Source: an optimization exercise on an open RTL-to-GDS flow (aim: small area, a short achievable clock period and few clock cycles). Production flows keep margins and buffers that such runs may drop. The RTL of this run was laid out without a check of its function. Power is estimated from default activity; no workload was simulated.

[run.sh]
#!/bin/bash
# synth_recipe.tcl (not shown) runs the flow's synth.tcl, then flattens the netlist and writes it again
# the make line also repeats each setting of config.mk as NAME=value (left out here)
make -C /OpenROAD-flow-scripts/flow DESIGN_CONFIG=/design/flow/config.mk WORK_HOME=/design/flow/orfs CLKGATE_MAP_FILE= SYNTH_SCRIPT=/design/flow/synth_recipe.tcl finish
[config.mk]
export PLATFORM = sky130hd
export DESIGN_NAME = cpu
export DESIGN_NICKNAME = cpu
export VERILOG_FILES = /design/flow/design.v
export SDC_FILE = /design/flow/constraint.sdc
export NUM_CORES = 4
export LEC_CHECK = 0
export CAP_MARGIN = 20
export CORE_MARGIN = 2
export CORE_UTILIZATION = 40
export CTS_BUF_LIST = sky130_fd_sc_hd__clkbuf_4 sky130_fd_sc_hd__clkbuf_8
export SETUP_SLACK_MARGIN = 2.0
export SLEW_MARGIN = 20
export TNS_END_PERCENT = 5
[constraint.sdc]
create_clock -name core_clock -period 4.5 [get_ports {clk}]
set_input_delay 0.9000 -clock core_clock [delete_from_list [all_inputs] [get_ports {clk}]]
set_output_delay 0.9000 -clock core_clock [all_outputs]
set_load 0.01 [all_outputs]
[design.v]
module cpu(
           input        clk,
           input        reset,
           input        prog_we,     
           input  [3:0] prog_addr,   
           input  [7:0] prog_data,   
           output [7:0] out,
           output       out_valid,   
           output       halt_o);     
   reg [127:0] mem;
   reg [7:0]  ir;       
   reg [3:0]  pc;       
   reg [7:0]  opr;      
   reg        e_ld;     
   reg        e_ar;     
   reg        e_sub;
   reg        e_out;
   reg        wq_en;
   reg [3:0]  wq_addr;
   reg [7:0]  wq_data;
   reg [7:0]  a;
   reg        c, z;
   reg [7:0]  oreg;
   reg        ovalid;
   reg        halted;
   wire [7:0] ax = a ^ {8{e_sub}};
   wire [7:0] g = ax & opr;
   wire [7:0] p = ax | opr;
   wire [8:0] cy;
   genvar ci, cj;
   generate
      for (ci = 0; ci <= 8; ci = ci + 1) begin : cla
         if (ci == 0) begin : c0
            assign cy[0] = 1'b0;
         end else begin : cn
            wire [ci-1:0] t;
            for (cj = 0; cj < ci; cj = cj + 1) begin : term
               if (cj == ci - 1) begin : last
                  assign t[cj] = g[cj];
               end else begin : mid
                  assign t[cj] = g[cj] & (&p[ci-1:cj+1]);
               end
            end
            assign cy[ci] = |t;
         end
      end
   endgenerate
   wire [8:0] sx = {cy[8], ax ^ opr ^ cy[7:0]};
   wire [7:0] res = sx[7:0] ^ {8{e_sub}};
   wire       c_new = sx[8];
   wire [7:0] kin = {a[6:0] | opr[6:0], 1'b0};
   wire       z_new = e_sub ? (a == opr) : &(~(a ^ opr ^ kin));
   wire       c_f = e_ar ? c_new : c;
   wire       z_f = e_ar ? z_new : z;
   function [7:0] ram_rd(input [127:0] m, input [3:0] ad);
      integer k;
      begin
         ram_rd = 8'd0;
         for (k = 0; k < 16; k = k + 1)
           ram_rd = ram_rd | (m[k*8 +: 8] & {8{ad == k}});
      end
   endfunction
   wire [3:0] op = ir[7:4];
   wire [3:0] n  = ir[3:0];
   wire d_lda = (op == 4'h1);
   wire d_add = (op == 4'h2);
   wire d_sub = (op == 4'h3);
   wire d_sta = (op == 4'h4);
   wire d_ldi = (op == 4'h5);
   wire d_jmp = (op == 4'h6);
   wire d_jc  = (op == 4'h7);
   wire d_jz  = (op == 4'h8);
   wire d_out = (op == 4'he);
   wire d_hlt = (op == 4'hf);
   wire hold  = d_hlt | (op >= 4'h9 && op <= 4'hd);
   wire uses_n = d_lda | d_add | d_sub | d_jmp | d_jc | d_jz;
   wire hz_n   = wq_en & (wq_addr == n) & uses_n;
   wire hz_p   = wq_en & (wq_addr == pc);
   wire st_p   = d_sta & (n == pc);
   wire [7:0] rd_n = ram_rd(mem, n);
   wire [7:0] rd_p = ram_rd(mem, pc);
   wire taken = d_jmp | (d_jc & c_f) | (d_jz & z_f);
   wire [3:0] n_inc  = {n[3] ^ (&n[2:0]), n[2] ^ (&n[1:0]), n[1] ^ n[0], ~n[0]};
   wire [3:0] pc_inc = {pc[3] ^ (&pc[2:0]), pc[2] ^ (&pc[1:0]), pc[1] ^ pc[0], ~pc[0]};
   wire       jump   = taken & ~reset & ~hz_n;
   wire [7:0] ir_seq = reset ? 8'h00 : (hold | hz_n) ? ir : (st_p | hz_p) ? 8'h00 : rd_p;
   wire [3:0] pc_seq = reset ? 4'd0 : (hold | hz_n | st_p | hz_p) ? pc : pc_inc;
   always @(posedge clk) begin
      ir <= jump ? rd_n : ir_seq;
      pc <= jump ? n_inc : pc_seq;
   end
   always @(posedge clk) begin
      if (reset || hz_n) begin
         e_ld  <= 1'b0;
         e_ar  <= 1'b0;
         e_sub <= 1'b0;
         e_out <= 1'b0;
      end else begin
         e_ld  <= d_lda | d_ldi;
         e_ar  <= d_add | d_sub;
         e_sub <= d_sub;
         e_out <= d_out;
      end
      opr <= d_ldi ? {4'b0, n} : rd_n;
   end
   wire [7:0] a_next = e_ld ? opr : e_ar ? res : a;
   always @(posedge clk) begin
      if (reset) begin
         a <= 8'd0;
         c <= 1'b0;
         z <= 1'b0;
         oreg <= 8'd0;
         ovalid <= 1'b0;
         halted <= 1'b0;
      end else begin
         a <= a_next;
         if (e_ar) begin
            c <= c_new;
            z <= z_new;
         end
         if (e_out)
           oreg <= a;
         ovalid <= e_out;
         if (d_hlt)
           halted <= 1'b1;
      end
   end
   always @(posedge clk) begin
      wq_en   <= reset ? prog_we   : d_sta;
      wq_addr <= reset ? prog_addr : n;
      wq_data <= reset ? prog_data : a_next;
   end
   genvar i;
   generate
      for (i = 0; i < 16; i = i + 1) begin : ram
         always @(posedge clk)
           if (wq_en && wq_addr == i)
             mem[i*8 +: 8] <= wq_data;
      end
   endgenerate
   assign out = oreg;
   assign out_valid = ovalid;
   assign halt_o = halted;
endmodule
==> out/qor.csv <==
metric,value,unit
Antenna Nets Post-Route,0,
result of the run,finished clean,
Routed Wire Length,27.9,mm
share of total power in the clock network,17.1,%
total of flip-flops plus latches after synthesis,185,
endpoint class of the critical path,flip-flop,
crit path max-delay cell type,sky130_fd_sc_hd__or4b_4,
portion of the clock cycle consumed by the worst path in the final layout,60.6,%
"Clk Latency, worst-skew pair",0.50,ns
mean instance size in the synthesized netlist,11.5,um2
final estimated routing congestion in global placement,0.876,
most frequent cell after synthesis,sky130_fd_sc_hd__edfxtp_1,
signal arrival time at the worst endpoint,2.97,ns
headroom to the max-slew limit,24.1,%
net switching component of the power,2710,uW
share of the yosys chip area belonging to registers,54.3,%
Power Density,599,nW/um2
Placeable Area,23300,um2
sum of net half-perimeters after detailed placement,18.0,mm
metal3 WL,2.48,mm
All-Layer GR Usage,22.5,%
predominant post-synthesis flop cell,sky130_fd_sc_hd__edfxtp_1,
H-Tree Level Count,4,
Worst EP required,4.74,ns
Final nets,897,
delay of the slowest cell on the worst path,0.54,ns
cells traversed along the worst timing path,"inv_2, ha_4, or4b_4, o31ai_4, a21oi_4, a2111oi_4, a31oi_4, buf_6, mux2_4",
synth warn,1,
smallest hold slack,0.495,ns
async set-reset flop share out of synthesis,0,%
Post-Route Skew,0.0239,ns
worst setup path category,reg -> reg,
iteration-0 DRC count of the detailed router,998,
crit-path max FO,7,
Worst IR Drop VDD,0.000211,V
Met2 Wirelength,12.7,mm
Die Footprint,24800,um2
share of Yosys cell area claimed by the top area cell type,44.7,%
horizontal extent of the die,157,um
fraction of layout cells with a size suffix above 1,20.3,%
Setup Total Neg Slack,0,ns
pin count of the biggest net entering global routing,52,
cell area after placement,10100,um2
Synthesized Nets,865,
Ant. Diodes,0,
largest buffer count on any clock path,2,
clock tree from TritonCTS,yes,
Initial Utilization,40.4,%
first-pass GRT wire length,40.8,mm
count of input and output buffers,24,
fmax,367,MHz
final setup violating endpoints,0,
sum of overflow across all layers after global routing,0,
cell area after technology mapping,9400,um2
leading cell types by count after synthesis,"140 x sky130_fd_sc_hd__edfxtp_1, 58 x sky130_fd_sc_hd__nor2_1, 50 x sky130_fd_sc_hd__clkbuf_1",
top-level I/O count,25,
number of buffers inserted by hold repair at cts,0,
worst-margin pin slew,1.13,ns
count of unresolved DRC violations after routing,0,
count of mapped cells out of synthesis,818,
CTS clock-pin slew for the worst setup and hold paths,0.12,ns
total number of placement rows,56,
biggest area consumer among synthesized cells,sky130_fd_sc_hd__edfxtp_1,
maxcap violations,0,
"count of placed standard cells in the final layout, fillers left out",1182,
synth-to-layout area growth,15.5,%
placed insts,1127,
Post-Route M1 WL,12.0,mm
Leakage Power,0.00377,uW
number of pins exceeding their max-slew limit in the final report,0,
Pre-Repair DR Iteration Count,8,
share of total power in combinational logic,44.8,%
post-synthesis cell type count,69,
top area cells in the synthesized netlist,"sky130_fd_sc_hd__edfxtp_1 45%, sky130_fd_sc_hd__dfxtp_1 9.6%, sky130_fd_sc_hd__ha_1 4.1%",
number of sinks on the clock net,185,
highest metal layer with signal wires,met4,
Seq pwr share,38.0,%
via count of the first global-routing pass,6721,
kind of start point of the critical path,flip-flop,
unrepaired setup endpoints after global routing,yes,
minimum period implied by the final worst setup slack,2.73,ns
post-route standard cell area excluding fillers,10900,um2
fillers,2133,
number of flops mapped to enable cells by yosys,140,
per-cell routed wire length,23.6,um
total clock buffers created by CTS,17,
clock root cell,sky130_fd_sc_hd__clkbuf_8,
type of the worst min-delay path,reg -> reg,
die height,157,um
number of antenna violations at the first check in global routing,0,
Int Power,3800,uW
post-detailed-route via-to-cell ratio,6.05,
switching fraction of total power,41.6,%
utilization of the core after routing,46.7,%
routed via count,7155,
endpoints failing hold,0,
==> layout by cell type (no fill, tap or decap), drive strengths merged, types with 17 or more instances in the layout <==
| cell | n |
|---|---|
| a21oi | 43 |
| a221oi | 17 |
| a22oi | 42 |
| buf | 52 |
| clkbuf | 18 |
| clkdlybuf4s50 | 24 |
| dfxtp | 45 |
| edfxtp | 140 |
| ha | 31 |
| inv | 42 |
| mux2 | 28 |
| mux2i | 18 |
| nand2 | 39 |
| nand3 | 27 |
| nor2 | 58 |
| o21ai | 26 |
| xnor2 | 24 |
==> state kept, by name, summed over array words and instances (netlist names), 4 cells and up <==
register and flops:
mem 128, wq_data 8, wq_addr 4, opr 8, ir 8, pc 4, a 8, oreg 8
==> what timing repair did <==
item	in CTS	in global routing
pin swaps	5	2
gates resized for setup	30	8
setup endpoints to repair	27	31
gates cloned	0	0
buffers inserted	16	7
==> layout make-up <==
class                   instances  area [um2]  area share [%]
flip-flops and latches        185        5130            47.3
multi-input cells             536        4150            38.2
repair buffers                 77         656            6.04
well taps                     319         399            3.68
clock buffers                  17         234            2.15
clock inverters                15         155            1.43
inverters                      33         126            1.16
==> kinds of logic (layout without fill, tap and decap cells) <==
logic type      after synthesis  after routing  synth area share, %
compound gates              221            221                 17.3
xor+xnor                     40             40                 3.87
fa+ha+maj                    32             32                 4.34
buf+inv                      97            142                 3.99
flops                       185            185                 54.3
mux                          48             48                 5.95
simple gates                195            195                 10.3
==> final timing paths <==
check | slack, ns | depth (start not counted) | startpoint | to
hold reg to reg | 0.50 | 2 | halted | halted
hold / removal | 0.50 | 2 | halted | halted
setup / recovery | 1.77 | 9 | a[4] | ir[6]
setup reg to reg | 1.77 | 9 | a[4] | ir[6]
==> critical path: cells and delay by family (launching register included) <==
kind / cells / cell delay [ns]
adder cells (fa/ha/maj): 1 / 0.23
AND/OR/NAND/NOR: 1 / 0.54
AO/OA/AOI/OAI: 4 / 0.83
flip-flops: 1 / 0.36
buffers and inverters: 2 / 0.23
multiplexers: 1 / 0.29
==> power by group through the flow <==
stage	logic, uW	clock network [uW]	registers (uW)
after CTS	2780	1120	2480
after detailed placement	2600	0	2510
after global routing	3140	1200	2510
after global placement	2600	0	2510
after floorplan	1990	0	2310
final	2920	1110	2480
==> metrics by stage <==
stage / setup WS [ns] / total power (uW)
4_1_cts: 1.74 / 6380
3_3_place_gp: 1.15 / 5110
2_1_floorplan: 1.93 / 4310
3_5_place_dp: 1.13 / 5120
5_1_grt: 1.73 / 6850
6_report: 1.77 / 6510
==> per-layer routing <==
| metal | track usage, % | vias up |
|---|---|---|
| met1 | 31.7 | 3540 |
| met5 | 0 | - |
| li1 | - | 3187 |
| met3 | 4.46 | 54 |
| met2 | 35.2 | 374 |
| met4 | 6.97 | 0 |

[afterwards: timing with drivers on the ports]
No port has a modelled driver above. Below, the same layout with a new extraction and two added sets of constraints. Step 1: set_driving_cell puts a clkbuf_16 on clk and a buf_2 on each other input, an assumption about the parent block. Step 2 times the ports against the registers' clock, not the clock port: input delays grow and output delays shrink by t, the midpoint of the rising clock arrivals with the driver on. a / b / c = ideal / step 1 / step 2; a / b = the first two.
shift t [ns]: 0.525
slack for setup (ns): 1.774 / 1.774 / 1.559
latest minus earliest clock arrival (ns): 0.024 / 0.024
After both steps this run still meets setup and hold. For this run, drivers alone change the setup slack by 0.000 ns; drivers and shift together by -0.215 ns.
